This is an optimization exercise on Yosys and OpenROAD, whose aim is small area, not a production implementation.
Only simulation tests tie the RTL to the original design; equivalence was not proved.
Power is estimated from default activity; no workload was simulated.

Setup of run 1:
Design alu16, start of the top module:
module alu16(clk, rst, a, b, ctrl, res, R15);
	input clk, rst;
	input [15:0] a, b;
	input [3:0] ctrl;
	output reg [15:0] res;
	output reg [15:0] R15;
	wire [15:0] sum, quo, rem;
	wire [31:0] prod;
	reg [15:0] res_d, R15_d;
	ALU u_alu(.a(a), .b(b), .ctrl(ctrl), .sum(sum), .prod(prod), .quo(quo), .rem(rem));
	always @(*) begin
		res_d = res;
		R15_d = R15;
		case (ctrl)
			4'd0, 4'd1: res_d = sum;
			4'd2: {R15_d, res_d} = prod;
			4'd3: begin res_d = quo; R15_d = rem; end
			4'd4: res_d = a & b;
			4'd5: res_d = a | b;
			default: ;
		endcase
	end
	always @(posedge clk, negedge rst) begin
		if (~rst) begin
			res <= 16'h0000;
			R15 <= 16'h0000;
		end
		else begin
			res <= res_d;
			R15 <= R15_d;
		end
	end
endmodule
Size: ~1800 cells after synthesis, ~32 flip-flops, ~70 I/O pins, ~0.014 sq mm of cells after synthesis.
Settings: LEC_CHECK=0, CAP_MARGIN=20, CORE_MARGIN=2, CORE_UTILIZATION=40, PLACE_DENSITY=0.75, SETUP_SLACK_MARGIN=-1.0, SLEW_MARGIN=20, SYNTH_HIERARCHICAL=1, SYNTH_MINIMUM_KEEP_SIZE=0; clock period 40.0 ns.
standard.sh (not shown) runs the stock make flow with config.mk's settings and CLKGATE_MAP_FILE= SYNTH_SCRIPT=/design/flow/synth_recipe.tcl, a recipe that flattens the netlist after the stock synthesis.
==> flow/flow/run.sh <==
#!/bin/bash
cp standard.sh standard_sh_copy.txt
export BUFFER_PORTS_ARGS="-buffer_cell sky130_fd_sc_hd__buf_1"
bash standard.sh > standard.log 2>&1
Input-level comparison between run 2 and run 1:
Settings: PLACE_DENSITY removed (was 0.75).
Notes after the runs:
- Of run 2 and run 1, the run reporting the higher transition at the pin with the smallest max-transition slack was run 2.
- Looking at endpoint of the most critical setup path, the R15[11] result is from run 2; the R15[15] one comes from run 1.
- Sort run 2 and run 1 by count of placed standard cells in the final layout, fillers left out, descending, and run 1 comes first.
- The fraction of the mapped netlist area in simple logic gates of run 1 and that of run 2 are within noise of each other.
- Compared to run 1, the routing of run 2 uses less wire.
- In run 2, the total power came out 12 uW above the value in run 1.
- Comparing run 2 and run 1, the higher critical path depth is on run 2.
The inputs of run 3 differ from those of run 2 as listed below.
Settings: CTS_BUF_LIST newly set to sky130_fd_sc_hd__clkbuf_8.
Findings:
Re clock-buffer cell count: no difference whatsoever between run 3 and run 2.
Taking run 2 as the reference point, the worst hold slack across all endpoints of run 3 rises by 0.0064 ns.
Diff run 3..run 2 | maximum frequency | negligible
When run 3 is set beside run 2, its stage delay of the slowest cell on the critical path turns out to be 0.18 ns larger.
sky130_fd_sc_hd__nor4_4 as the worst-path cell with the longest stage delay was reported by run 2, and sky130_fd_sc_hd__or4_4 by run 3.
Here is what was changed in the inputs of run 4 compared with run 3.
Settings: CTS_CLUSTER_SIZE: unset -> 12.
Findings:
- Synthesized cell count: run 3 vs run 4 identical
- | routed length on met3 | run 3 vs run 4 | ≈ equal |
- Total power came out exactly the same in run 4 and run 3.
- [compare] base=run 3 new=run 4: non-clock buffering overhead in the final layout held steady, total count of hold-check failures in the final report flat, synthesized-area fraction occupied by xor and xnor cells now sits at about the same level, detailed-routing iteration count for the pre-antenna-repair pass held steady.
- Diff run 3..run 4 | net switching power | unchanged
- Summary of run 4 over run 3: filler cell count in the final layout closely matched the old numbers; post-synthesis mux area share closely matched the old numbers.
- Diff run 3..run 4 | peak supply drop | negligible

alu16 again, from the RTL that the note above started with.
clock: 40.0 ns
lec_check: 0
cap_margin: 20
core_margin: 2
core_utilization: 30
setup_slack_margin: -1.0
slew_margin: 20
synth_hierarchical: 1
synth_minimum_keep_size: 0
Scripts as last shown in full above: flow/flow/run.sh
The baseline completed with no timing, DRC or antenna violations.
Edit:
- CORE_UTILIZATION: 30 -> 40
- GPL_TIMING_DRIVEN: not set -> 0
The changed run completed without violations.
Worst hold slack barely changes.
Die area is lower by 25%.
Setup slack loses 0.052 ns.
Clock skew is unchanged.
Utilization is higher by 13 points.
Edit:
- CTS_BUF_LIST: not set -> sky130_fd_sc_hd__clkbuf_8
- GPL_TIMING_DRIVEN: 0 -> not set
- PLACE_DENSITY: not set -> 0.5
Result: The changed run finished clean. Non-clock buffer count decreases by 31. Area after synthesis does not change. Routed wire length increases by 8.0%. Register-to-register slack improved by 0.03 ns. Via count decreases by 2.7%. Core utilization decreases by 2.0 points. Cell count decreases by 1.3%. Sequential cell count stays the same. Die area is unchanged.
Edit:
- CORE_UTILIZATION: 40 -> 35
- PLACE_DENSITY: 0.5 -> not set
Cell count is higher by 2.8%.
Routed wire length is lower by 3.9%.
Final area is higher by 0.46%.
Flip-flop and latch count stays the same.
Die area is higher by 14%.
Edit:
- CORE_UTILIZATION: 35 -> 40
- GPL_ROUTABILITY_DRIVEN: not set -> 0
Routed wire length went down by 0.79%.
Sequential power is about the same.
Global-route usage grows by 3.3 points.
Clock power drops by 7.2%.
Setup slack gets worse by 0.048 ns.
First-iteration DRC count is about the same.
Edit:
- GPL_ROUTABILITY_DRIVEN: 0 -> not set
- TNS_END_PERCENT: not set -> 0
Outcome:
- via count does not change
- final cell count is unchanged
- utilization does not change

static timing again, ports no longer ideal:
Ports are ideal in the flow. The routed layouts listed here were re-timed in OpenROAD. Step 1 (the two cells are an assumption about what drives the block):
set clk [get_ports {clk}]
set_driving_cell -lib_cell sky130_fd_sc_hd__clkbuf_16 $clk
set_driving_cell -lib_cell sky130_fd_sc_hd__buf_2 [delete_from_list [all_inputs] $clk]
Step 2 also shifts input and output timing later by t, the mid clock arrival at the registers, as if the neighbouring blocks saw the same clock. Three values: no drivers, after step 1, after step 2; two values: the first two.
| run | t (ns) | slack for setup (ns) | worst register clock-pin slew, ns | worst slew at a driven data input, ns | cell pins on the clock port's net |
|---|---|---|---|---|---|
| run 1 | 0.330 | 0.865 / 0.796 / 0.466 | 0.06 / 0.06 | 0.15 | 1 |
| run 2 | 0.333 | 1.161 / 1.181 / 0.848 | 0.06 / 0.06 | 0.08 | 1 |
| run 3 | 0.343 | 1.276 / 1.289 / 0.946 | 0.09 / 0.09 | 0.08 | 1 |
| run 4 | 0.343 | 1.276 / 1.289 / 0.946 | 0.09 / 0.09 | 0.08 | 1 |
| the first run of note 2 | 0.338 | 1.148 / 1.120 / 0.783 | 0.06 / 0.06 | 0.10 | 1 |
| the second run of note 2 | 0.334 | 1.096 / 1.119 / 0.785 | 0.06 / 0.06 | 0.05 | 1 |
| the third run of note 2 | 0.355 | 1.526 / 1.531 / 1.176 | 0.09 / 0.09 | 0.07 | 1 |
| the fourth run of note 2 | 0.345 | 1.324 / 1.341 / 0.997 | 0.08 / 0.08 | 0.07 | 1 |
| the fifth run of note 2 | 0.343 | 1.276 / 1.289 / 0.946 | 0.09 / 0.09 | 0.08 | 1 |
| the sixth run of note 2 | 0.343 | 1.276 / 1.289 / 0.946 | 0.09 / 0.09 | 0.08 | 1 |
After both steps every run listed still meets setup and hold. The setup slack of run 1, which loses most, moves by -0.069 ns with the drivers and by -0.399 ns with both steps.
